This design comes from an exercise in tuning for a short achievable clock period and few clock cycles on the open sky130 flow, not from production work. The RTL was checked by simulation tests, not by an equivalence proof against the original design. Power and IR drop assume default switching activity.

`flow/standard.sh`:
```
#!/bin/bash
# synth_recipe.tcl (not shown) runs the flow's synth.tcl, then flattens the netlist and writes it again
# the make line also repeats each setting of config.mk as NAME=value (left out here)
make -C /OpenROAD-flow-scripts/flow DESIGN_CONFIG=/design/flow/config.mk WORK_HOME=/design/flow/orfs CLKGATE_MAP_FILE= SYNTH_SCRIPT=/design/flow/synth_recipe.tcl "${@:-finish}"
```
`flow/config.mk`:
```
export PLATFORM = sky130hd
export DESIGN_NAME = ARM
export DESIGN_NICKNAME = ARM
export VERILOG_FILES = /design/flow/design.v
export SDC_FILE = /design/flow/constraint.sdc
export NUM_CORES = 8
export LEC_CHECK = 0
export CAP_MARGIN = 20
export CORE_MARGIN = 2
export CORE_UTILIZATION = 45
export SETUP_SLACK_MARGIN = 0.4
export SLEW_MARGIN = 20
export SYNTH_HIERARCHICAL = 1
```
`flow/design.v`:
```
module ARM (
	input clk,
	input rst,
	output [31:0] imem_addr,
	input  [31:0] imem_rdata,
	output [31:0] dmem_addr,
	output [31:0] dmem_wdata,
	output dmem_rd_en,
	output dmem_wr_en,
	input  [31:0] dmem_rdata,
	input  dmem_ready
);
	reg  [9:0]  pc;
	reg  [9:0]  pcn;               
	reg         fd_v;
	reg  [31:0] fd_ins;
	reg  [14:0] fd_oha, fd_ohb;    
	reg         fd_xa, fd_xb;      
	reg         fd_la, fd_lb;      
	reg         fd_pred;           
	reg         fd_zoff;           
	reg         fd_imm1;           
	reg  [9:0]  fd_alt;            
	reg         de_v;
	reg  [3:0]  de_cond;
	reg         de_wr;             
	reg         de_ld, de_st, de_br, de_setf;
	reg  [3:0]  de_rd, de_ra, de_rm;
	reg         de_pred, de_zoff;
	reg  [9:0]  de_alt;
	reg         de_arith, de_invb, de_cin1, de_cinc, de_zext, de_linv;
	reg  [1:0]  de_lsel;
	reg  [32:0] de_a;              
	reg  [32:0] de_b;              
	reg  [31:0] de_sd;             
	reg         de_pa, de_pb, de_ps;    
	reg         de_pbs;                 
	reg         use_a, use_b, use_s;    
	reg  [3:0]  de_stag;                
	reg  [6:0]  de_shf;                 
	reg         de_lch;                 
	reg  [3:0]  de_tag;                 
	reg         x_wr;
	reg  [3:0]  x_dst;
	reg  [31:0] x_val;
	reg         ld_eq1;            
	reg  [14:0] eq1;               
	reg         ld_v;
	reg         ld_any;            
	reg  [3:0]  ld_tag;
	reg  [3:0]  ld_dst;
	reg  [31:0] ld_q;
	reg  [31:0] ld_qs;             
	reg  [3:0]  flg;
	reg  [31:0] rf [0:14];
	reg  [14:0] pend;          
	reg  [3:0]  ptag [0:14];   
	reg  [3:0]  l_seq;         
	reg         o_rd, o_wr;
	reg  [31:0] o_addr, o_wdata;
	reg         o_rdn, o_wrn;
	reg  [31:0] o_addrn, o_wdatan;
	reg  [3:0]  o_dst, o_tag;
	reg         q_wr   [0:7];
	reg  [31:0] q_addr [0:7];
	reg  [31:0] q_data [0:7];
	reg  [3:0]  q_dst  [0:7];
	reg  [3:0]  q_tag  [0:7];      
	reg         q_pd   [0:7];      
	reg  [2:0]  q_rp, q_wp;
	reg  [3:0]  q_cnt;
	wire fN = flg[3], fZ = flg[2], fC = flg[1], fV = flg[0];
	wire [15:0] ctab = {
		1'b0,                       
		1'b1,                       
		fZ | (fN != fV),            
		~fZ & (fN == fV),           
		fN != fV,                   
		fN == fV,                   
		~fC | fZ,                   
		fC & ~fZ,                   
		~fV, fV, ~fN, fN, ~fC, fC, ~fZ, fZ };
	wire        e_cond = ctab[de_cond];
	wire        e_go   = de_v & e_cond;           
	wire        e_hold = e_go & (de_pa | de_pb);
	wire        e_ok   = e_go & ~e_hold;
	wire        cin = de_cin1 | (de_cinc & fC);
	wire [32:0] ea = use_a ? xa(ld_q, de_zext) : de_a;
	wire [32:0] eb = use_b ? xb(de_pbs ? ld_qs : ld_q, de_zext, de_invb) : de_b;
	wire [31:0] es = use_s ? ld_q : de_sd;
	wire [33:0] sum34 = {ea, 1'b1} + {eb, cin};
	wire [32:0] sum = sum34[33:1];
	wire [32:0] zc  = {ea[31:0] | eb[31:0], cin};
	wire        zsum = &(~(ea ^ eb ^ zc));
	reg  [31:0] lres;
	always @(*) begin
		case (de_lsel)
			2'd0: lres = ea[31:0] & eb[31:0];
			2'd1: lres = ea[31:0] | eb[31:0];
			2'd2: lres = ea[31:0] ^ eb[31:0];
			default: lres = eb[31:0];
		endcase
		if (de_linv) lres = ~lres;
	end
	wire [31:0] res  = de_arith ? sum[31:0] : lres;
	wire        nN   = res[31];
	wire        nC   = de_arith ? sum[32] : lres[31];
	wire        nZ   = de_arith ? zsum : ~|lres;
	wire        nV   = de_arith ? (sum[31] ^ sum[32]) : 1'b0;
	wire        e_qmem = e_go & (de_ld | de_st) & ~de_lch;    
	wire        e_mem  = e_qmem & ~e_hold;
	wire        e_ldw  = e_mem & de_ld;
	wire        e_aluw = e_ok & de_wr;
	wire        e_sets = e_go & de_setf;
	wire        mispredict = de_v & de_br & ~de_zoff & (e_cond != de_pred);
	wire [31:0] di   = fd_ins;
	wire [1:0]  dmode = di[27:26];
	wire        dI   = di[25];
	wire [3:0]  dop  = di[24:21];
	wire        dS   = di[20];
	wire [3:0]  drn  = di[19:16];
	wire [3:0]  drd  = di[15:12];
	wire [3:0]  drm  = di[3:0];
	wire d_dp    = dmode == 2'b00;
	wire d_mov   = dop == 4'b1101;
	wire d_mvn   = dop == 4'b1111;
	wire d_add   = dop == 4'b0100;
	wire d_adc   = dop == 4'b0101;
	wire d_sub   = dop == 4'b0010;
	wire d_sbc   = dop == 4'b0110;
	wire d_and   = dop == 4'b0000;
	wire d_orr   = dop == 4'b1100;
	wire d_eor   = dop == 4'b0001;
	wire d_cmp   = dop == 4'b1010;
	wire d_tst   = dop == 4'b1000;
	wire d_wrop  = d_mov | d_mvn | d_add | d_adc | d_sub | d_sbc | d_and | d_orr | d_eor;
	wire d_alu_w = d_dp & d_wrop;
	wire d_cmpt  = d_dp & dS & (d_cmp | d_tst);
	wire d_alu   = d_alu_w | d_cmpt;
	wire d_ld    = (dmode == 2'b01) & dS;
	wire d_st    = (dmode == 2'b01) & ~dS;
	wire d_mem   = dmode == 2'b01;
	wire d_br    = (dmode == 2'b10) & ~di[24];
	wire d_setf  = (d_alu_w & dS) | d_cmpt | d_ld;
	wire d_invb  = d_dp & (d_sub | d_sbc | d_cmp);
	wire d_zext  = d_dp & d_adc;
	wire d_use_a = (d_alu & ~d_mov & ~d_mvn) | d_mem;
	wire d_use_b = d_alu & ~dI & ~di[4];
	wire d_shift = d_use_b & (di[11:7] != 5'd0);
	wire [3:0] d_rbsel = d_st ? drd : drm;
	reg  [31:0] rfv [0:14];
	integer i;
	always @(*)
		for (i = 0; i < 15; i = i + 1)
			rfv[i] = rf[i];
	function [31:0] rdreg(input [14:0] oh);
		integer j;
		begin
			rdreg = 32'd0;
			for (j = 0; j < 15; j = j + 1)
				rdreg = rdreg | (rfv[j] & {32{oh[j]}});
		end
	endfunction
	wire [31:0] d_va = fd_xa ? x_val : fd_la ? ld_q : rdreg(fd_oha);
	wire [31:0] d_vb = fd_xb ? x_val : fd_lb ? ld_q : rdreg(fd_ohb);
	wire [4:0]  d_sh  = di[11:7];
	wire [1:0]  d_sty = di[6:5];
	wire [63:0] d_ror = {d_vb, d_vb} >> d_sh;
	wire [4:0]  d_rot = {di[11:8], 1'b0};
	wire [63:0] d_iror = {24'd0, di[7:0], 24'd0, di[7:0]} >> d_rot;
	reg  [31:0] d_op2;
	always @(*) begin
		if (d_mem)
			d_op2 = {{20{di[11]}}, di[11:0]};
		else if (dI)
			d_op2 = d_iror[31:0];
		else if (di[4])
			d_op2 = 32'd0;
		else case (d_sty)
			2'b00: d_op2 = d_vb << d_sh;
			2'b11: d_op2 = d_ror[31:0];
			default: d_op2 = d_vb >> d_sh;
		endcase
	end
	function fwd(input [3:0] r);
		fwd = e_go & de_wr & (de_rd == r);
	endfunction
	function pl(input [3:0] r, input [14:0] oh);
		pl = (|(pend & oh) & ~fwd(r)) |
		     (e_go & de_ld & (de_rd == r) & (r != 4'd15));
	endfunction
	wire d_pla = pl(drn, fd_oha);
	wire d_plb = pl(d_rbsel, fd_ohb);
	wire d_fwa = fwd(drn);
	wire d_fwb = fwd(d_rbsel);
	wire d_fa = d_use_a & d_fwa;
	wire d_fb = d_use_b & ~d_shift & d_fwb;
	wire d_fs = d_st & d_fwb;
	wire d_pa = d_use_a & d_pla;
	wire d_pb = d_use_b & d_plb;
	wire d_ps = d_st & d_plb;
	reg  [3:0]  d_stag;
	always @(*) begin
		if (e_go & de_ld & (de_rd == drd))
			d_stag = de_lch ? de_tag : l_seq;
		else
			d_stag = ptag[drd];
	end
	wire o_rdi = ~o_rdn, o_wri = ~o_wrn;
	wire head_busy = o_rdi | o_wri;
	wire served    = head_busy & dmem_ready;
	wire head_free = ~head_busy | served;
	wire q_nonempty = q_cnt != 4'd0;
	wire q_full = ((q_cnt == 4'd8) & (head_busy | e_qmem)) |
	              ((q_cnt == 4'd7) & head_busy & e_qmem);
	wire stall = fd_v & (
		(d_shift & d_fwb) |
		(d_mem & q_full));
	wire [31:0] d_addr = d_va + {{20{di[11]}}, di[11:0]};
	wire [3:0] dcnd = di[31:28];
	wire d_ctrue = (dcnd == 4'd14) | (~e_sets & ctab[dcnd]);
	wire d_lok = fd_v & d_mem & d_ctrue & ~stall & ~mispredict &
	             ~d_pla & ~d_fwa & (d_ld | (~d_plb & ~d_fwb)) &
	             ~q_nonempty & ~e_qmem;
	wire launch = d_lok & ~e_hold & head_free;
	wire launch_ld = launch & d_ld;
	wire d_known = ~e_sets;
	wire d_taken = ctab[dcnd];
	wire d_fix = fd_v & d_br & ~fd_zoff & d_known & (d_taken != fd_pred);
	wire [31:0] fi = imem_rdata;
	wire        f_br = (fi[27:26] == 2'b10) & ~fi[24];
	wire        d_sets = fd_v & d_setf;
	wire        stable = ~d_sets & ~e_sets;
	wire [3:0]  fc = fi[31:28];
	wire        x_eq1 = x_val == 32'd1;
	wire        dz1_val = fd_xa ? x_eq1 : fd_la ? ld_eq1 : |(fd_oha & eq1);
	wire        dz1_known = d_sets & d_dp & (d_sub | d_cmp) & dI & fd_imm1 &
	                        d_ctrue & ~d_pla & ~d_fwa;
	reg  [15:0] pk_b, pk_f;
	integer c;
	always @(*) begin
		for (c = 0; c < 14; c = c + 1) begin
			if (c < 2) begin
				pk_b[c] = dz1_known ? (dz1_val ^ c[0]) : (~stable | ctab[c]);
				pk_f[c] = dz1_known ? (dz1_val ^ c[0]) : stable ? ctab[c] : c[0];
			end else begin
				pk_b[c] = ~stable | ctab[c];
				pk_f[c] = stable ? ctab[c] : ((c < 10) ? c[0] : ~c[0]);
			end
		end
		pk_b[14] = 1'b1; pk_f[14] = 1'b1;
		pk_b[15] = 1'b0; pk_f[15] = 1'b0;
	end
	wire [9:0]  pci = ~pcn;
	wire [9:0]  pc1 = pci + 10'd1;
	wire        f_pred;
	wire [9:0]  f_alt, pc_d;
	wire        f_st = (fi[27:26] == 2'b01) & ~fi[20];
	wire [3:0]  f_rb = f_st ? fi[15:12] : fi[3:0];
	wire [15:0] f_oha = 16'd1 << fi[19:16];
	wire [3:0]  n_ra = f_hold ? drn : fi[19:16];
	wire [3:0]  n_rb = f_hold ? d_rbsel : f_rb;
	wire [15:0] f_ohb = 16'd1 << f_rb;
	assign imem_addr = {22'd0, pc};
	assign dmem_addr  = o_addr;
	assign dmem_wdata = o_wdata;
	assign dmem_rd_en = o_rd;
	assign dmem_wr_en = o_wr;
	wire bypass_q  = head_free & ~q_nonempty & e_mem;    
	wire q_push    = e_mem & ~bypass_q;
	wire q_pop     = head_free & q_nonempty;
	wire [15:0] o_oh = 16'd1 << o_dst;
	wire e_lld = e_go & de_lch & de_ld;
	wire head_latest = (|(pend & o_oh[14:0]) & (ptag[o_dst] == o_tag)) |
	                   (e_lld & (de_tag == o_tag));
	wire head_wr = o_rdi & head_latest;                  
	wire ld_wr = dmem_ready & head_wr;                  
	wire e_ld_to = e_qmem & de_ld;                      
	wire cap_da = dmem_ready & (head_wr & (o_dst == drn) & ~(e_ld_to & (de_rd == drn)));
	wire cap_db = dmem_ready & (head_wr & (o_dst == d_rbsel) & ~(e_ld_to & (de_rd == d_rbsel)));
	wire cap_ea = dmem_ready & (head_wr & (o_dst == de_ra));
	wire cap_eb = dmem_ready & (head_wr & (o_dst == de_rm));
	wire cap_es = dmem_ready & (head_wr & (o_dst == de_rd));
	wire        ls_e = e_hold & de_pb;
	wire [4:0]  ls_sh = ls_e ? de_shf[6:2] : di[11:7];
	wire [1:0]  ls_ty = ls_e ? de_shf[1:0] : di[6:5];
	wire [31:0] ls_in = dmem_rdata;
	wire [63:0] ls_ror = {ls_in, ls_in} >> ls_sh;
	reg  [31:0] ls_out;
	always @(*) begin
		case (ls_ty)
			2'b00: ls_out = ls_in << ls_sh;
			2'b11: ls_out = ls_ror[31:0];
			default: ls_out = ls_in >> ls_sh;
		endcase
	end
	function [32:0] xa(input [31:0] v, input zext);
		xa = {~zext & v[31], v};
	endfunction
	function [32:0] xb(input [31:0] v, input zext, input invb);
		xb = {33{invb}} ^ {~zext & v[31], v};
	endfunction
	wire        n_rd   = q_nonempty ? ~q_wr[q_rp] : e_mem ? de_ld : launch & d_ld;
	wire        n_wr   = q_nonempty ?  q_wr[q_rp] : e_mem ? de_st : launch & d_st;
	wire [31:0] n_addr = q_nonempty ? q_addr[q_rp] : e_mem ? sum[31:0] : d_addr;
	wire        n_pd   = q_nonempty ? q_pd[q_rp] : e_mem & de_st & de_ps;
	wire [3:0]  n_ptg  = q_nonempty ? q_tag[q_rp] : de_stag;
	wire [31:0] n_pdat = (o_rdi & (o_tag == n_ptg)) ? dmem_rdata : ld_q;
	wire [31:0] n_data = n_pd ? n_pdat : q_nonempty ? q_data[q_rp] : e_mem ? es : d_vb;
	wire        d_fix_e = d_fix & ~mispredict & ~f_hold;
	wire [9:0]  pc_alt = rst ? 10'd0 : mispredict ? de_alt : f_hold ? pci : pc1;
	ARM_fnext fnext (
		.fi_c(fi[31:23]), .fi_off(fi[9:0]), .pc1(pc1), .pk_b(pk_b), .pk_f(pk_f),
		.go(~rst & ~mispredict & ~f_hold), .fix(~rst & d_fix_e), .fix_pc(fd_alt),
		.alt_pc(pc_alt), .pc_d(pc_d), .pred(f_pred), .alt(f_alt));
	wire advance = ~e_hold;           
	wire f_hold  = e_hold | stall;
	always @(posedge clk) begin
		pc  <= pc_d;                 
		pcn <= ~pc_d;
		if (rst) begin
			o_rd <= 1'b0; o_wr <= 1'b0;
			o_addr <= 32'd0; o_wdata <= 32'd0;
			o_rdn <= 1'b1; o_wrn <= 1'b1;
			o_addrn <= ~32'd0; o_wdatan <= ~32'd0;
			o_dst <= 4'd0; o_tag <= 4'd0;
		end else begin
			o_rd    <= head_free ? n_rd   : ~o_rdn;
			o_wr    <= head_free ? n_wr   : ~o_wrn;
			o_addr  <= head_free ? n_addr : ~o_addrn;
			o_wdata <= head_free ? n_data : ~o_wdatan;
			if (head_free) begin
				o_rdn    <= ~n_rd;
				o_wrn    <= ~n_wr;
				o_addrn  <= ~n_addr;
				o_wdatan <= ~n_data;
				o_dst   <= q_nonempty ? q_dst[q_rp]  : e_mem ? de_rd : drd;
				o_tag   <= q_nonempty ? q_tag[q_rp]  : l_seq;
			end
		end
	end
	integer k;
	always @(posedge clk or posedge rst) begin
		if (rst) begin
			fd_v <= 1'b0;
			de_v <= 1'b0;
			flg <= 4'd0;
			for (k = 0; k < 15; k = k + 1)
				rf[k] <= k;
			eq1 <= 15'd2;
			x_wr <= 1'b0;
			ld_v <= 1'b0;
			ld_any <= 1'b0;
			pend <= 15'd0;
			l_seq <= 4'd0;
			q_rp <= 3'd0; q_wp <= 3'd0; q_cnt <= 4'd0;
		end else begin
			if (mispredict)
				fd_v <= 1'b0;
			else if (!f_hold)
				fd_v <= ~d_fix;
			if (advance)
				de_v <= fd_v & ~stall & ~mispredict;
			if (e_ok & de_setf)
				flg <= {nN, nZ, nC, nV};
			if (ld_v && ld_dst != 4'd15) begin rf[ld_dst] <= ld_q; eq1[ld_dst] <= ld_eq1; end
			if (x_wr && x_dst != 4'd15) begin rf[x_dst] <= x_val; eq1[x_dst] <= x_eq1; end    
			x_wr <= e_aluw;
			ld_v <= ld_wr;
			ld_any <= o_rdi & dmem_ready;
			if (ld_wr && o_dst != 4'd15) pend[o_dst] <= 1'b0;
			if (e_aluw && de_rd != 4'd15) pend[de_rd] <= 1'b0;
			if (e_ldw && de_rd != 4'd15) pend[de_rd] <= 1'b1;
			if (e_lld && !dmem_ready && de_rd != 4'd15) pend[de_rd] <= 1'b1;
			if (e_ldw | launch_ld) l_seq <= l_seq + 4'd1;
			if (q_push) q_wp <= q_wp + 3'd1;
			if (q_pop)  q_rp <= q_rp + 3'd1;
			q_cnt <= q_cnt + {3'd0, q_push} - {3'd0, q_pop};
		end
	end
	always @(posedge clk) begin
		if (rst) begin
			de_a <= 0;
			de_alt <= 0;
			de_arith <= 0;
			de_b <= 0;
			de_br <= 0;
			de_cin1 <= 0;
			de_cinc <= 0;
			de_cond <= 0;
			de_invb <= 0;
			de_lch <= 0;
			de_tag <= 0;
			de_ld <= 0;
			de_linv <= 0;
			de_lsel <= 0;
			de_pa <= 0;
			use_a <= 0;
			use_b <= 0;
			use_s <= 0;
			de_stag <= 0;
			de_pb <= 0;
			de_pbs <= 0;
			de_pred <= 0;
			de_ps <= 0;
			de_ra <= 0;
			de_rd <= 0;
			de_rm <= 0;
			de_sd <= 0;
			de_setf <= 0;
			de_shf <= 0;
			de_st <= 0;
			de_wr <= 0;
			de_zext <= 0;
			de_zoff <= 0;
			fd_alt <= 0;
			fd_ins <= 0;
			fd_la <= 0;
			fd_lb <= 0;
			fd_oha <= 0;
			fd_ohb <= 0;
			fd_pred <= 0;
			fd_xa <= 0;
			fd_xb <= 0;
			fd_zoff <= 0;
			fd_imm1 <= 0;
		end else begin
			fd_xa <= e_aluw & (de_rd == n_ra);
			fd_xb <= e_aluw & (de_rd == n_rb);
			fd_la <= ld_wr & (o_dst == n_ra);
			fd_lb <= ld_wr & (o_dst == n_rb);
			if (~(f_hold | mispredict)) begin
				fd_ins  <= fi;
				fd_oha  <= f_oha[14:0];
				fd_ohb  <= f_ohb[14:0];
				fd_pred <= f_pred;
				fd_zoff <= fi[23:0] == 24'd0;
				fd_imm1 <= (fi[27:25] == 3'b001) & (fi[11:0] == 12'd1);
				fd_alt  <= f_alt;
			end
			if (advance) begin
				de_cond  <= di[31:28];
				de_wr    <= d_alu_w;
				de_ld    <= d_ld;
				de_st    <= d_st;
				de_br    <= d_br;
				de_setf  <= d_setf;
				de_rd    <= drd;
				de_ra    <= drn;
				de_rm    <= drm;
				de_pred  <= d_br & (fd_pred ^ d_fix);
				de_zoff  <= fd_zoff;
				de_alt   <= fd_alt;
				de_arith <= d_mem | (d_dp & (d_add | d_adc | d_sub | d_sbc | d_cmp));
				de_invb  <= d_invb;
				de_cin1  <= d_dp & (d_sub | d_cmp);
				de_cinc  <= d_dp & d_adc;
				de_zext  <= d_zext;
				de_lsel  <= (d_and | d_tst) ? 2'd0 : d_orr ? 2'd1 : d_eor ? 2'd2 : 2'd3;
				de_linv  <= d_mvn;
				de_a     <= d_fa ? xa(res, d_zext) : xa(d_va, d_zext);
				de_b     <= d_fb ? xb(res, d_zext, d_invb) :
				            xb(d_op2, d_zext, d_invb);
				de_sd    <= d_fs ? res : d_vb;
				de_pa    <= d_pa & ~cap_da;
				de_pb    <= d_pb & ~cap_db;
				de_ps    <= d_ps & ~cap_db;
				use_a    <= d_pa & cap_da;
				use_b    <= d_pb & cap_db;
				use_s    <= d_ps & cap_db;
				de_stag  <= d_stag;
				de_pbs   <= d_shift;
				de_shf   <= di[11:5];
				de_lch   <= launch;
				de_tag   <= l_seq;
			end else begin
				if (use_a) de_a  <= ea;
				if (use_b) de_b  <= eb;
				if (use_s) de_sd <= es;
				use_a <= de_pa & cap_ea;
				use_b <= de_pb & cap_eb;
				use_s <= de_ps & cap_es;
				if (de_pa & cap_ea) de_pa <= 1'b0;
				if (de_pb & cap_eb) de_pb <= 1'b0;
				if (de_ps & cap_es) de_ps <= 1'b0;
			end
		end
	end
	always @(posedge clk) begin
		x_dst  <= de_rd;
		x_val  <= res;
		ld_dst <= o_dst;
		ld_q   <= dmem_rdata;
		ld_eq1 <= dmem_rdata == 32'd1;
		ld_tag <= o_tag;
		ld_qs  <= ls_out;
		if (e_ldw) ptag[de_rd] <= l_seq;
		if (e_lld) ptag[de_rd] <= de_tag;
		for (k = 0; k < 8; k = k + 1)
			if (q_pd[k] && ld_any && q_tag[k] == ld_tag) begin
				q_data[k] <= ld_q;
				q_pd[k]   <= 1'b0;
			end
		if (e_mem) begin
			q_wr[q_wp]   <= de_st;
			q_addr[q_wp] <= sum[31:0];
			q_data[q_wp] <= es;
			q_dst[q_wp]  <= de_rd;
			q_tag[q_wp]  <= de_st ? de_stag : l_seq;
			q_pd[q_wp]   <= de_st & de_ps;
		end
	end
endmodule
module ARM_fnext (
	input  [31:23] fi_c,       
	input  [9:0]   fi_off,     
	input  [9:0]   pc1,        
	input  [15:0]  pk_b, pk_f, 
	input          go,         
	input          fix,        
	input  [9:0]   fix_pc,
	input  [9:0]   alt_pc,     
	output [9:0]   pc_d,
	output         pred,
	output [9:0]   alt         
);
	wire       br  = (fi_c[27:26] == 2'b10) & ~fi_c[24];
	assign     pred = br & (fi_c[23] ? pk_b[fi_c[31:28]] : pk_f[fi_c[31:28]]);
	wire [9:0] tgt = pc1 + fi_off;
	assign     pc_d = fix ? fix_pc : (pred & go) ? tgt : alt_pc;
	assign     alt  = pred ? pc1 : tgt;
endmodule
```
`flow/flow/run.sh`:
```
#!/bin/bash
# Layout flow: the standard ORFS flow (standard.sh, unchanged synthesis),
# with repair_timing asked for a setup margin so that it optimises the layout
# for a shorter period than the constraint's 18 ns, the port buffers made
# with a regular buffer cell, and clock tree synthesis with smaller sink
# clusters and no dummy loads (a shorter clock tree). The clock period and the
# SDC stay the design's.
set -euo pipefail
cd "$(dirname "${BASH_SOURCE[0]}")/.."
bash standard.sh SETUP_SLACK_MARGIN=13.5 \
  "BUFFER_PORTS_ARGS=-buffer_cell sky130_fd_sc_hd__buf_4" \
  "CTS_ARGS=-sink_clustering_enable -repair_clock_nets -dont_use_dummy_load -sink_clustering_size 18 -sink_clustering_max_diameter 100" \
  finish > flow_make.log 2>&1
```
`flow/constraint.sdc`:
```
create_clock -name core_clock -period 18.0 [get_ports {clk}]
set_input_delay 3.6000 -clock core_clock [delete_from_list [all_inputs] [get_ports {clk}]]
set_output_delay 3.6000 -clock core_clock [all_outputs]
set_load 0.01 [all_outputs]
```
==> summary.txt, run 1 <==
status -> no timing/DRC/antenna violations
worst endpoint required time -> 14.40 ns
CP max stage delay -> 0.38 ns
Num Clock Sinks -> 1,702
Worst IR Drop VDD -> 0.107 mV
worst path arrival time -> 1.35 ns
Setup Skew -> 0.123 ns
YS warnings -> 9
max_cap viols -> 0
via count -> 91,961
cell area after layout -> 112,000 sq um
period utilisation layout -> 0.275
CTS Buf Count -> 109
height of the chip -> 475 um
gpl congestion -> 1.04
layout net count -> 10,865
Synth cell types -> 112
Pre-Repair DR Iteration Count -> 10
filler cell count -> 20,191
Die X -> 475 um
sequential share of the synthesized area -> 0.433
clk slew on worst S/H paths -> 0.09 ns
total congestion overflow -> 0
hold_ws -> 0.441 ns
CP max FO -> 1
relative slew slack -> 0.131
Layout area overhead -> 12.0%
Total Negative Setup Slacks -> 0 ns
Startpoint Class -> flip-flop
Buf/Inv on CP -> 1
RSZ-0062 raised after global routing -> yes
site row count -> 172
syn avg cell area -> 9.10 sq um
dpl cell area -> 103,000 sq um
Die Footprint -> 226,000 sq um
cell family with most CP delay -> flip-flops
clk buf depth -> 3
largest net degree at the start of global routing -> 91
Critical-path top delay cell -> dfxtp_4
Tmin final -> 4.95 ns
commonest non-fill, non-tap cell in the layout -> nor2_1
GRT Total Usage -> 0.383
H-tree levels -> 3
Initial DRC Count -> 13,926
ranking of synthesized cells by area -> edfxtp_1, dfrtp_1, dfxtp_1
CTS Root Cell -> clkbuf_16
drt total wl -> 450,000 um
final core utilization -> 0.508
Syn Inst Count -> 10,977
antenna violations before repair -> 37
Crit. End Element -> primary output
I/O pin cnt -> 165
leakage -> 43.0 nW
Final Total Pwr -> 12.1 mW
vias in the first global route -> 85,548
commonest non-fill, non-tap cells in the layout -> nor2_1, a21oi_1, nand2_1
FFs w/ async S/R, synth -> 0.313
Setup Viol. Count Final -> 0
Wirelength per Cell -> 33.0 um
Fin. Hold Viols -> 0
Synth top area share -> 0.196
share of cells above drive strength 1 -> 0.171
Slew Viols, Final -> 0
Tightest Hold Check Type -> reg2reg
Initial Utilization -> 0.454
core area -> 220,000 sq um
number of I/O port buffers -> 142
Routed Antenna Nets -> 0
worst-skew pair later-pin latency -> 0.85 ns
Cell Chain, Critical Path -> buf_6
first-pass GRT wire length -> 627,000 um
Yosys reg bits -> 1,702
most common flop cell mapped by yosys -> edfxtp_1
DRC viols -> 0
CTS tree -> yes
fmax -> 202 MHz
Post-synth EDFFs -> 652
Pwr Density -> 108 nW/um^2
Avg Vias per Cell -> 6.75
Netlist Area Pre-Place -> 99,900 sq um
top cell type by total area after synthesis -> edfxtp_1
Least-Margin Pin Slew -> 1.30 ns
Detailed Place HPWL -> 287,000 um
crit path kind -> reg2out
timing repair:
action / in CTS / in global routing
resized for setup: 606 / 282
endpoints found under the setup margin: 1893 / 960
hold buffers: 0 / 0
gates cloned: 11 / 14
setup buffers: 82 / 74
pin swaps: 53 / 83
kinds of logic (layout without fill, tap and decap cells):
| family | after synthesis | count (layout) | share of synthesized area |
|---|---|---|---|
| and+or+nand+nor | 3326 | 3328 | 0.142 |
| AOI/OAI and AO/OA | 3283 | 3284 | 0.201 |
| DFF | 1702 | 1702 | 0.433 |
| buffers and inverters | 1292 | 939 | 0.0538 |
| muxes | 929 | 929 | 0.125 |
| xor gates and xnor gates | 298 | 298 | 0.0262 |
| adders and majority gates | 145 | 145 | 0.0185 |
| other | 2 | 46 | 0.0000752 |
routing by layer:
layer	wire length [um]	GRT usage
met3	56200	0.113
met2	192000	0.570
met5	587	0.0124
met4	33800	0.228
met1	167000	0.491
area by class of cell:
cell class | count | area, sq um | share of cell area
Antenna cell | 20 | 50.0 | 0.000447
Tap cell | 2958 | 3700 | 0.0331
Timing Repair Buffer | 608 | 6480 | 0.0579
Inverter | 222 | 877 | 0.00784
Multi-Input combinational cell | 8010 | 54500 | 0.487
Sequential cell | 1702 | 43600 | 0.389
Clock buffer | 109 | 2730 | 0.0244
flip-flops by register name, indices dropped and copies added (netlist names), 33 cells and up, named ones only:
| signal | count |
|---|---|
| ptag | 60 |
| q_data | 256 |
| q_addr | 256 |
| de_a | 33 |
| rf | 480 |
| de_b | 33 |
modules after synthesis, one instance, submodules excluded:
module | copies in the design | flip-flops and latches | cells inside
ARM_fnext | 1 | 0 | 117
ARM | 1 | 1702 | 10860
synthesized netlist by cell type, drive strengths merged (89+ instances only):
cell type	number
nor2	1343
a21oi	1336
nand2	1229
clkbuf	784
o21ai	672
edfxtp	652
mux2i	586
dfxtp	517
a22oi	505
dfrtp	504
buf	286
mux4	244
inv	220
xnor2	177
nor3	156
nand4	142
ha	141
xor2	121
a211oi	120
nand3	117
mux2	99
o22ai	89
stage by stage:
stage	cells	worst slack (ns)
detailed placement	13319	10.58
global placement	13317	10.59
global route	13613	13.03
floorplan	11001	12.32
finish	13629	13.05
CTS	13521	13.01
final timing paths:
| path | start | endpoint | slack (ns) | cells past startpoint |
|---|---|---|---|---|
| max in group asynchronous | rst | rf[5][1] | 13.51 | 6 |
| min in group asynchronous | rst | q_rp[0] | 3.23 | 3 |
| min reg2reg | o_addrn[18] | o_addr[18] | 0.44 | 1 |
| max | o_addr[30] | dmem_addr[30] | 13.05 | 1 |
| min | o_addrn[18] | o_addr[18] | 0.44 | 1 |
| max reg2reg | x_val[14] | pcn[6] | 13.22 | 16 |
power breakdown:
group          internal (mW)  switching (mW)
sequential              4.60           0.638
combinational           1.77            2.69
clock                   1.07            1.36
Testbench counts, summed over its fixed seeds: cycles 38,166.
==> run 2: changes to the inputs <==
--- a/flow/flow/run.sh
+++ b/flow/flow/run.sh
@@ -9,5 +9,5 @@
 cd "$(dirname "${BASH_SOURCE[0]}")/.."
 bash standard.sh SETUP_SLACK_MARGIN=13.5 \
   "BUFFER_PORTS_ARGS=-buffer_cell sky130_fd_sc_hd__buf_4" \
-  "CTS_ARGS=-sink_clustering_enable -repair_clock_nets -dont_use_dummy_load -sink_clustering_size 18 -sink_clustering_max_diameter 100" \
+  "CTS_ARGS=-sink_clustering_enable -repair_clock_nets -dont_use_dummy_load -sink_clustering_size 15 -sink_clustering_max_diameter 80" \
   finish > flow_make.log 2>&1
==> summary.txt, run 2 <==
status -> no timing/DRC/antenna violations
Post-synth EDFFs -> 652
Critical path origin -> o_wdata[0]
Die Footprint -> 226,000 sq um
Worst IR Drop VDD -> 0.0887 mV
Tightest Hold Check Type -> reg2reg
Reg power frac -> 0.419
I/O pin cnt -> 165
Cell Chain, Critical Path -> buf_6
Layout area overhead -> 13.1%
Total Negative Setup Slacks -> 0 ns
# hold bufs at CTS -> 0
Yosys reg bits -> 1,702
worst-skew pair later-pin latency -> 0.85 ns
Critical-path top delay cell -> dfxtp_4
Initial DRC Count -> 13,018
Routed Antenna Nets -> 0
top cell type by total area after synthesis -> edfxtp_1
Avg Vias per Cell -> 6.69
Netlist Area Pre-Place -> 99,900 sq um
count leader, synth -> nor2_1
syn avg cell area -> 9.10 sq um
non-filler cells, final -> 13,678
Hold Startpoint -> o_addrn[29]
Slew Viols, Final -> 0
DRC viols -> 0
RSZ-0062 raised after global routing -> yes
Pre-Repair DR Iteration Count -> 7
Num Clock Sinks -> 1,702
Initial Utilization -> 0.454
first-pass GRT wire length -> 629,000 um
YS warnings -> 9
CP max stage delay -> 0.39 ns
fmax -> 203 MHz
relative slew slack -> 0.139
Detailed Place HPWL -> 287,000 um
Fin. Hold Viols -> 0
Least-Margin Pin Slew -> 1.28 ns
gpl congestion -> 1.04
Logic pwr share -> 0.356
Tmin final -> 4.93 ns
CTS Root Cell -> clkbuf_16
Top Registers -> rf: 480 flops, q_addr: 256 flops, q_data: 256 flops
worst endpoint required time -> 14.40 ns
Wirelength per Cell -> 32.8 um
Largest Register -> rf
height of the chip -> 475 um
antenna violations before repair -> 32
drt total wl -> 448,000 um
GRT Total Usage -> 0.384
Syn Inst Count -> 10,977
total congestion overflow -> 0
CTS Buf Count -> 143
dpl cell area -> 103,000 sq um
period utilisation layout -> 0.274
ranking of synthesized cells by area -> edfxtp_1, dfrtp_1, dfxtp_1
internal power -> 7.78 mW
r2r startpoint -> x_val[12]
FFs w/ async S/R, synth -> 0.313
Commonest cells post-synth -> nor2_1, a21oi_1, nand2_1
slack of the worst reg-to-reg path -> 13.24 ns
P_sw -> 4.74 mW
clk slew on worst S/H paths -> 0.07 ns
Pwr Density -> 111 nW/um^2
H-tree levels -> 4
vias in the first global route -> 86,076
filler cell count -> 20,090
Setup Skew -> 0.108 ns
worst path arrival time -> 1.33 ns
Setup Viol. Count Final -> 0
Net Sw Frac -> 0.379
Synth top area share -> 0.196
Crit. End Element -> primary output
commonest non-fill, non-tap cell in the layout -> nor2_1
max_cap viols -> 0
Die X -> 475 um
site row count -> 172
CTS tree -> yes
crit path kind -> reg2out
sequential share of the synthesized area -> 0.433
hold path cells -> 1
via count -> 91,533
cell area after layout -> 113,000 sq um
Placed Instances -> 13,319
core area -> 220,000 sq um
layout net count -> 10,914
largest net degree at the start of global routing -> 91
Clk network pwr share -> 0.225
Synth cell types -> 112
reg2reg end -> fd_alt[9]
cell family with most CP delay -> flip-flops
Crit path depth -> 1
Startpoint Class -> flip-flop
commonest non-fill, non-tap cells in the layout -> nor2_1, a21oi_1, nand2_1
most common flop cell mapped by yosys -> edfxtp_1
Buf/Inv on CP -> 1
path depth of the worst reg2reg path -> 17
leakage -> 43.4 nW
share of cells above drive strength 1 -> 0.176
Hold Path End -> o_addr[29]
CP max FO -> 1
number of flip-flops under the largest register name -> 480
clk buf depth -> 3
number of I/O port buffers -> 142
[run 2: power by group through the flow]
stage	Sequential [mW]	Clock, mW	Combinational (mW)
floorplan	4.93	0	2.80
global placement	5.25	0	3.96
detailed placement	5.26	0	4.01
CTS	5.21	2.83	4.24
global route	5.28	2.97	4.70
finish	5.25	2.81	4.46
[run 2: timing repair]
action                      CTS  global route
gates cloned                 12            11
buffers inserted             96            76
resized for setup           630           286
setup endpoints to repair  1868           787
pin swaps                    46            82
[run 2: kinds of logic (layout without fill, tap and decap cells)]
kind of cell             after synthesis  count (layout)  synth area share
adder cells (fa/ha/maj)              145             145            0.0185
AND/OR/NAND/NOR                     3326            3328             0.142
AO/OA/AOI/OAI                       3283            3284             0.201
buffers and inverters               1292             988            0.0538
other                                  2              46         0.0000752
XOR/XNOR                             298             298            0.0262
multiplexers                         929             929             0.125
flip-flops                          1702            1702             0.433
[run 2: cell type report]
class,instances,area (sq um),area share
tap,2958,3700,0.0328
timing repair buffer,623,6600,0.0585
multi-input combinational,8010,54600,0.483
clock buffer,143,3580,0.0317
inverter,222,881,0.00780
antenna,20,50.0,0.000443
sequential,1702,43600,0.386
[run 2: per-stage QoR]
step	utilization	setup slack (ns)	power [mW]	hold slack, ns
floorplan	-	12.32	7.73	0.384
global placement	0.470	10.59	9.21	0.420
detailed placement	0.470	10.58	9.27	0.437
CTS	0.503	13.03	12.3	0.444
global route	0.513	13.03	12.9	0.456
finish	0.513	13.07	12.5	0.448
[run 2: how the worst max path moves through the flow]
stage	endpoint	slack (ns)
global placement	eq1[3]	10.59
floorplan	o_addrn[19]	12.32
CTS	dmem_wdata[0]	13.03
finish	dmem_wdata[0]	13.07
detailed placement	eq1[6]	10.58
global route	dmem_wdata[0]	13.03
[run 2: modules after synthesis, one instance, submodules excluded]
| module | cells | flops+latches | times used |
|---|---|---|---|
| ARM | 10860 | 1702 | 1 |
| ARM_fnext | 117 | 0 | 1 |
[run 2: routing by layer]
metal,up-vias,global-route usage,wire [um],share of wire
met5,-,0,215,0.00048
met4,24,0.237,32900,0.073
met3,1635,0.113,55900,0.12
met2,6367,0.571,192000,0.43
met1,44435,0.492,168000,0.37
li1,39072,-,-,-
==> run 3: changes to the inputs <==
--- a/flow/design.v
+++ b/flow/design.v
@@ -15,12 +15,13 @@
 	reg         fd_v;
 	reg  [31:0] fd_ins;
 	reg  [14:0] fd_oha, fd_ohb;    
+	reg  [14:0] fd_ohan, fd_ohbn;  
 	reg         fd_xa, fd_xb;      
 	reg         fd_la, fd_lb;      
 	reg         fd_pred;           
 	reg         fd_zoff;           
 	reg         fd_imm1;           
-	reg  [9:0]  fd_alt;            
+	reg  [9:0]  fd_pc1;            
 	reg         de_v;
 	reg  [3:0]  de_cond;
 	reg         de_wr;             
@@ -153,16 +154,16 @@
 	always @(*)
 		for (i = 0; i < 15; i = i + 1)
 			rfv[i] = rf[i];
-	function [31:0] rdreg(input [14:0] oh);
+	function [31:0] rdreg(input [14:0] oh, input [14:0] ohn);
 		integer j;
 		begin
 			rdreg = 32'd0;
 			for (j = 0; j < 15; j = j + 1)
-				rdreg = rdreg | (rfv[j] & {32{oh[j]}});
+				rdreg = rdreg | (rfv[j] & {{16{~ohn[j]}}, {16{oh[j]}}});
 		end
 	endfunction
-	wire [31:0] d_va = fd_xa ? x_val : fd_la ? ld_q : rdreg(fd_oha);
-	wire [31:0] d_vb = fd_xb ? x_val : fd_lb ? ld_q : rdreg(fd_ohb);
+	wire [31:0] d_va = fd_xa ? x_val : fd_la ? ld_q : rdreg(fd_oha, fd_ohan);
+	wire [31:0] d_vb = fd_xb ? x_val : fd_lb ? ld_q : rdreg(fd_ohb, fd_ohbn);
 	wire [4:0]  d_sh  = di[11:7];
 	wire [1:0]  d_sty = di[6:5];
 	wire [63:0] d_ror = {d_vb, d_vb} >> d_sh;
@@ -224,6 +225,8 @@
 	             ~q_nonempty & ~e_qmem;
 	wire launch = d_lok & ~e_hold & head_free;
 	wire launch_ld = launch & d_ld;
+	wire [9:0] d_tgt = fd_pc1 + di[9:0];
+	wire [9:0] d_alt = fd_pred ? fd_pc1 : d_tgt;
 	wire d_known = ~e_sets;
 	wire d_taken = ctab[dcnd];
 	wire d_fix = fd_v & d_br & ~fd_zoff & d_known & (d_taken != fd_pred);
@@ -251,10 +254,16 @@
 		pk_b[14] = 1'b1; pk_f[14] = 1'b1;
 		pk_b[15] = 1'b0; pk_f[15] = 1'b0;
 	end
+	wire        f_pred = f_br & (fi[23] ? pk_b[fc] : pk_f[fc]);
 	wire [9:0]  pci = ~pcn;
 	wire [9:0]  pc1 = pci + 10'd1;
-	wire        f_pred;
-	wire [9:0]  f_alt, pc_d;
+	wire        f_small = (fi[9:5] == 5'd0) | (fi[9:5] == 5'h1f);
+	wire [6:0]  ft_lo  = {1'b0, pc1[5:0]} + {1'b0, fi[5:0]};
+	wire [3:0]  ft_hp  = pc1[9:6] + 4'd1;
+	wire [3:0]  ft_hm  = pc1[9:6] - 4'd1;
+	wire [3:0]  ft_hi  = (fi[5] == ft_lo[6]) ? pc1[9:6] : ft_lo[6] ? ft_hp : ft_hm;
+	wire [9:0]  f_tgt  = {ft_hi, ft_lo[5:0]};
+	wire        f_tk   = f_pred & f_small;         
 	wire        f_st = (fi[27:26] == 2'b01) & ~fi[20];
 	wire [3:0]  f_rb = f_st ? fi[15:12] : fi[3:0];
 	wire [15:0] f_oha = 16'd1 << fi[19:16];
@@ -308,23 +317,23 @@
 	wire [31:0] n_pdat = (o_rdi & (o_tag == n_ptg)) ? dmem_rdata : ld_q;
 	wire [31:0] n_data = n_pd ? n_pdat : q_nonempty ? q_data[q_rp] : e_mem ? es : d_vb;
 	wire        d_fix_e = d_fix & ~mispredict & ~f_hold;
-	wire [9:0]  pc_alt = rst ? 10'd0 : mispredict ? de_alt : f_hold ? pci : pc1;
-	ARM_fnext fnext (
-		.fi_c(fi[31:23]), .fi_off(fi[9:0]), .pc1(pc1), .pk_b(pk_b), .pk_f(pk_f),
-		.go(~rst & ~mispredict & ~f_hold), .fix(~rst & d_fix_e), .fix_pc(fd_alt),
-		.alt_pc(pc_alt), .pc_d(pc_d), .pred(f_pred), .alt(f_alt));
+	wire        f_take = f_tk & ~mispredict & ~f_hold;
+	wire [9:0]  pc_alt = mispredict ? de_alt : f_hold ? pci : pc1;
+	wire [9:0]  pc_o   = f_take ? f_tgt : pc_alt;
 	wire advance = ~e_hold;           
 	wire f_hold  = e_hold | stall;
 	always @(posedge clk) begin
-		pc  <= pc_d;                 
-		pcn <= ~pc_d;
 		if (rst) begin
+			pc <= 10'd0;
+			pcn <= ~10'd0;
 			o_rd <= 1'b0; o_wr <= 1'b0;
 			o_addr <= 32'd0; o_wdata <= 32'd0;
 			o_rdn <= 1'b1; o_wrn <= 1'b1;
 			o_addrn <= ~32'd0; o_wdatan <= ~32'd0;
 			o_dst <= 4'd0; o_tag <= 4'd0;
 		end else begin
+			pc <= d_fix_e ? d_alt : pc_o;
+			pcn <= ~(d_fix_e ? d_alt : pc_o);
 			o_rd    <= head_free ? n_rd   : ~o_rdn;
 			o_wr    <= head_free ? n_wr   : ~o_wrn;
 			o_addr  <= head_free ? n_addr : ~o_addrn;
@@ -413,12 +422,14 @@
 			de_wr <= 0;
 			de_zext <= 0;
 			de_zoff <= 0;
-			fd_alt <= 0;
+			fd_pc1 <= 0;
 			fd_ins <= 0;
 			fd_la <= 0;
 			fd_lb <= 0;
 			fd_oha <= 0;
 			fd_ohb <= 0;
+			fd_ohan <= ~15'd0;
+			fd_ohbn <= ~15'd0;
 			fd_pred <= 0;
 			fd_xa <= 0;
 			fd_xb <= 0;
@@ -433,10 +444,12 @@
 				fd_ins  <= fi;
 				fd_oha  <= f_oha[14:0];
 				fd_ohb  <= f_ohb[14:0];
-				fd_pred <= f_pred;
+				fd_ohan <= ~f_oha[14:0];
+				fd_ohbn <= ~f_ohb[14:0];
+				fd_pred <= f_tk;
 				fd_zoff <= fi[23:0] == 24'd0;
 				fd_imm1 <= (fi[27:25] == 3'b001) & (fi[11:0] == 12'd1);
-				fd_alt  <= f_alt;
+				fd_pc1  <= pc1;
 			end
 			if (advance) begin
 				de_cond  <= di[31:28];
@@ -450,7 +463,7 @@
 				de_rm    <= drm;
 				de_pred  <= d_br & (fd_pred ^ d_fix);
 				de_zoff  <= fd_zoff;
-				de_alt   <= fd_alt;
+				de_alt   <= d_alt;
 				de_arith <= d_mem | (d_dp & (d_add | d_adc | d_sub | d_sbc | d_cmp));
 				de_invb  <= d_invb;
 				de_cin1  <= d_dp & (d_sub | d_cmp);
@@ -511,22 +524,3 @@
 		end
 	end
 endmodule
-module ARM_fnext (
-	input  [31:23] fi_c,       
-	input  [9:0]   fi_off,     
-	input  [9:0]   pc1,        
-	input  [15:0]  pk_b, pk_f, 
-	input          go,         
-	input          fix,        
-	input  [9:0]   fix_pc,
-	input  [9:0]   alt_pc,     
-	output [9:0]   pc_d,
-	output         pred,
-	output [9:0]   alt         
-);
-	wire       br  = (fi_c[27:26] == 2'b10) & ~fi_c[24];
-	assign     pred = br & (fi_c[23] ? pk_b[fi_c[31:28]] : pk_f[fi_c[31:28]]);
-	wire [9:0] tgt = pc1 + fi_off;
-	assign     pc_d = fix ? fix_pc : (pred & go) ? tgt : alt_pc;
-	assign     alt  = pred ? pc1 : tgt;
-endmodule
--- a/flow/flow/run.sh
+++ b/flow/flow/run.sh
@@ -9,5 +9,5 @@
 cd "$(dirname "${BASH_SOURCE[0]}")/.."
 bash standard.sh SETUP_SLACK_MARGIN=13.5 \
   "BUFFER_PORTS_ARGS=-buffer_cell sky130_fd_sc_hd__buf_4" \
-  "CTS_ARGS=-sink_clustering_enable -repair_clock_nets -dont_use_dummy_load -sink_clustering_size 15 -sink_clustering_max_diameter 80" \
+  "CTS_ARGS=-sink_clustering_enable -repair_clock_nets -dont_use_dummy_load -sink_clustering_size 18 -sink_clustering_max_diameter 100" \
   finish > flow_make.log 2>&1
--- a/flow/config.mk
+++ b/flow/config.mk
@@ -10,4 +10,3 @@
 export CORE_UTILIZATION = 45
 export SETUP_SLACK_MARGIN = 0.4
 export SLEW_MARGIN = 20
-export SYNTH_HIERARCHICAL = 1
==> summary.txt, run 3 <==
status -> no timing/DRC/antenna violations
Startpoint Class -> primary input
Largest Register -> rf
Wirelength per Cell -> 34.5 um
leakage -> 46.6 nW
period utilisation layout -> 0.308
DRC viols -> 0
Worst IR Drop VDD -> 0.0829 mV
Netlist Area Pre-Place -> 102,000 sq um
worst-skew pair later-pin latency -> 0.86 ns
clk slew on worst S/H paths -> 0.08 ns
Total Negative Setup Slacks -> 0 ns
layout net count -> 10,918
Critical-path top delay cell -> fa_2
crit path kind -> in2reg
drt total wl -> 473,000 um
Pwr Density -> 105 nW/um^2
syn avg cell area -> 9.40 sq um
Cell Chain, Critical Path -> buf_12 -> ha_4 -> inv_2 -> fa_2 -> nor2b_2 -> o21ai_1 -> nand2_1 -> a21o_1 -> a21oi_4 -> buf_4 -> buf_4 -> buf_4 -> or3_4 -> nand2_4 -> xnor2_2 -> mux2i_1 -> mux2i_1 -> or2_4
slack of the worst reg-to-reg path -> 13.26 ns
CTS Buf Count -> 112
first-pass GRT wire length -> 652,000 um
RSZ-0062 raised after global routing -> yes
Synth cell types -> 99
H-tree levels -> 3
Buf/Inv on CP -> 5
CP dominant cell by count -> buf_4
Setup Viol. Count Final -> 0
Die X -> 479 um
Setup Skew -> 0.131 ns
top cell type by total area after synthesis -> edfxtp_1
Die Footprint -> 229,000 sq um
Initial Utilization -> 0.452
Layout area overhead -> 14.6%
fmax -> 181 MHz
Least-Margin Pin Slew -> 1.28 ns
gpl congestion -> 1.03
number of flip-flops under the largest register name -> 480
vias in the first global route -> 86,329
YS warnings -> 3
CTS Root Cell -> clkbuf_16
Syn Inst Count -> 10,805
commonest non-fill, non-tap cell in the layout -> nand2_1
relative slew slack -> 0.143
Placed Instances -> 13,267
CP max stage delay -> 0.39 ns
count leader, synth -> nand2_1
Fin. Hold Viols -> 0
clk buf depth -> 3
Avg Vias per Cell -> 6.74
Yosys reg bits -> 1,732
Pre-Repair DR Iteration Count -> 9
commonest non-fill, non-tap cells in the layout -> nand2_1, nor2_1, mux2i_1
total congestion overflow -> 0
non-filler cells, final -> 13,699
Tmin final -> 5.54 ns
FFs w/ async S/R, synth -> 0.308
Slew Viols, Final -> 0
CP max FO -> 3
I/O pin cnt -> 165
Top Registers -> rf: 480 flops, q_addr: 256 flops, q_data: 256 flops
CTS tree -> yes
worst path arrival time -> 6.27 ns
via count -> 92,388
Tightest Hold Check Type -> reg2reg
Num Clock Sinks -> 1,732
height of the chip -> 479 um
Crit. End Element -> flip-flop
GRT Total Usage -> 0.393
Routed Antenna Nets -> 0
max_cap viols -> 0
Commonest cells post-synth -> nand2_1, nor2_1, mux2i_1
Synth top area share -> 0.193
worst endpoint required time -> 18.73 ns
cell family with most CP delay -> simple AND/OR/NAND/NOR gates
core area -> 224,000 sq um
largest net degree at the start of global routing -> 178
Initial DRC Count -> 13,904
share of cells above drive strength 1 -> 0.190
site row count -> 174
number of I/O port buffers -> 142
antenna violations before repair -> 34
# hold bufs at CTS -> 0
Detailed Place HPWL -> 307,000 um
Post-synth EDFFs -> 652
most common flop cell mapped by yosys -> edfxtp_1
ranking of synthesized cells by area -> edfxtp_1, dfrtp_1, dfxtp_1
sequential share of the synthesized area -> 0.432
run 3: changes by cell type in the layout (fill, tap and decap cells not counted), moves of 43 or more:
cell,previous run,this run
buf_4,397,496
mux2i_1,512,831
a221oi_1,37,88
o21ai_0,605,648
a22o_1,16,71
nand2b_1,34,107
nor2b_1,31,147
dfxtp_1,389,436
a21oi_1,1269,826
buf_6,117,181
a22oi_1,498,272
nor2_1,1313,982
run 3: worst paths after layout:
path / from / to / depth (start not counted)
worst max-delay path: imem_rdata[0] / pcn[9] / 18
worst min-delay path: de_alt[9] / de_alt[9] / 2
worst max register to register: x_val[26] / pcn[3] / 14
worst min register to register: de_alt[9] / de_alt[9] / 2
max in group asynchronous: rst / rf[0][22] / 5
min in group asynchronous: rst / rf[9][12] / 2
run 3: layout make-up:
cell class / count / area (sq um)
clock buffers: 112 / 2800
inverters: 239 / 952
repair buffers: 773 / 7670
well taps: 2992 / 3740
diodes: 13 / 32.5
repair inverters: 2 / 20.0
multi-input cells: 7836 / 57000
flip-flops and latches: 1732 / 44100
fillers: 20191 / 108000
run 3: kinds of logic (layout without fill, tap and decap cells):
group / after synthesis / count (layout) / synth area share
AND/OR/NAND/NOR: 3125 / 3127 / 0.137
AO/OA/AOI/OAI: 3029 / 3029 / 0.190
flip-flops: 1732 / 1732 / 0.432
buffers and inverters: 1261 / 1126 / 0.0486
multiplexers: 1198 / 1199 / 0.146
XOR/XNOR: 304 / 304 / 0.0262
adder cells (fa/ha/maj): 155 / 155 / 0.0195
other: 1 / 35 / 0.0000369
run 3: layer usage:
metal | wire length (um) | global-route usage | share of wire
met1 | 181000 | 0.522 | 0.38
met2 | 201000 | 0.578 | 0.42
met3 | 56200 | 0.101 | 0.12
met4 | 34600 | 0.233 | 0.073
met5 | 172 | 0 | 0.00036
run 3: through the flow:
stage,hold slack [ns],power (mW),utilization,worst slack (ns),area [sq um]
2_1_floorplan,0.379,7.61,-,12.02,102000
3_3_place_gp,0.437,9.17,0.472,10.84,106000
3_5_place_dp,0.442,9.22,0.472,10.79,106000
4_1_cts,0.435,11.9,0.505,12.57,113000
5_1_grt,0.487,12.6,0.518,12.39,116000
6_report,0.458,12.2,0.518,12.46,116000
run 3: report_power, final:
part / total, mW / leakage [nW] / internal [mW] / switching (mW)
clock network: 2.46 / 1.38 / 1.09 / 1.37
logic: 4.54 / 27.5 / 1.79 / 2.76
registers: 5.23 / 17.7 / 4.60 / 0.632
total: 12.2 / 46.6 / 7.48 / 4.76
run 3: what timing repair did:
item | in CTS | in global routing
gates resized for setup | 718 | 411
gates cloned | 4 | 12
setup endpoints to repair | 1492 | 823
pin swaps | 107 | 187
buffers inserted | 183 | 103
run 3: worst min-delay path: stages (launching register included):
cell and delay, ns:
dfxtp_1 0.32, nand2_1 0.05, a21oi_1 0.05
Testbench counts of run 3, summed over its fixed seeds: cycles 38,166.

## static timing again, ports no longer ideal
In the flow no input, the clock included, has a driving cell. The finished layouts below were timed again as built, in two steps. Step 1: set_driving_cell puts a clkbuf_16 on clk and a buf_2 on each other input, an assumption about the parent block. Step 2 also shifts input and output timing later by t, the mid clock arrival at the registers, as if the neighbouring blocks saw the same clock. Three values: ideal, step 1, step 2; two values: the first two.
run	shift t [ns]	setup slack, ns	worst setup path after step 2	slew at the worst register clock pin (ns)
run 1	0.891	13.050 / 12.949 / 12.170	input to register	0.09 / 0.09
run 2	0.885	13.075 / 12.977 / 12.123	input to register	0.08 / 0.08
run 3	0.897	12.463 / 12.502 / 11.604	input to register	0.09 / 0.09
After both steps every run listed still meets setup and hold. For run 2, which loses most, drivers alone change the setup slack by -0.098 ns; drivers and shift together by -0.952 ns.
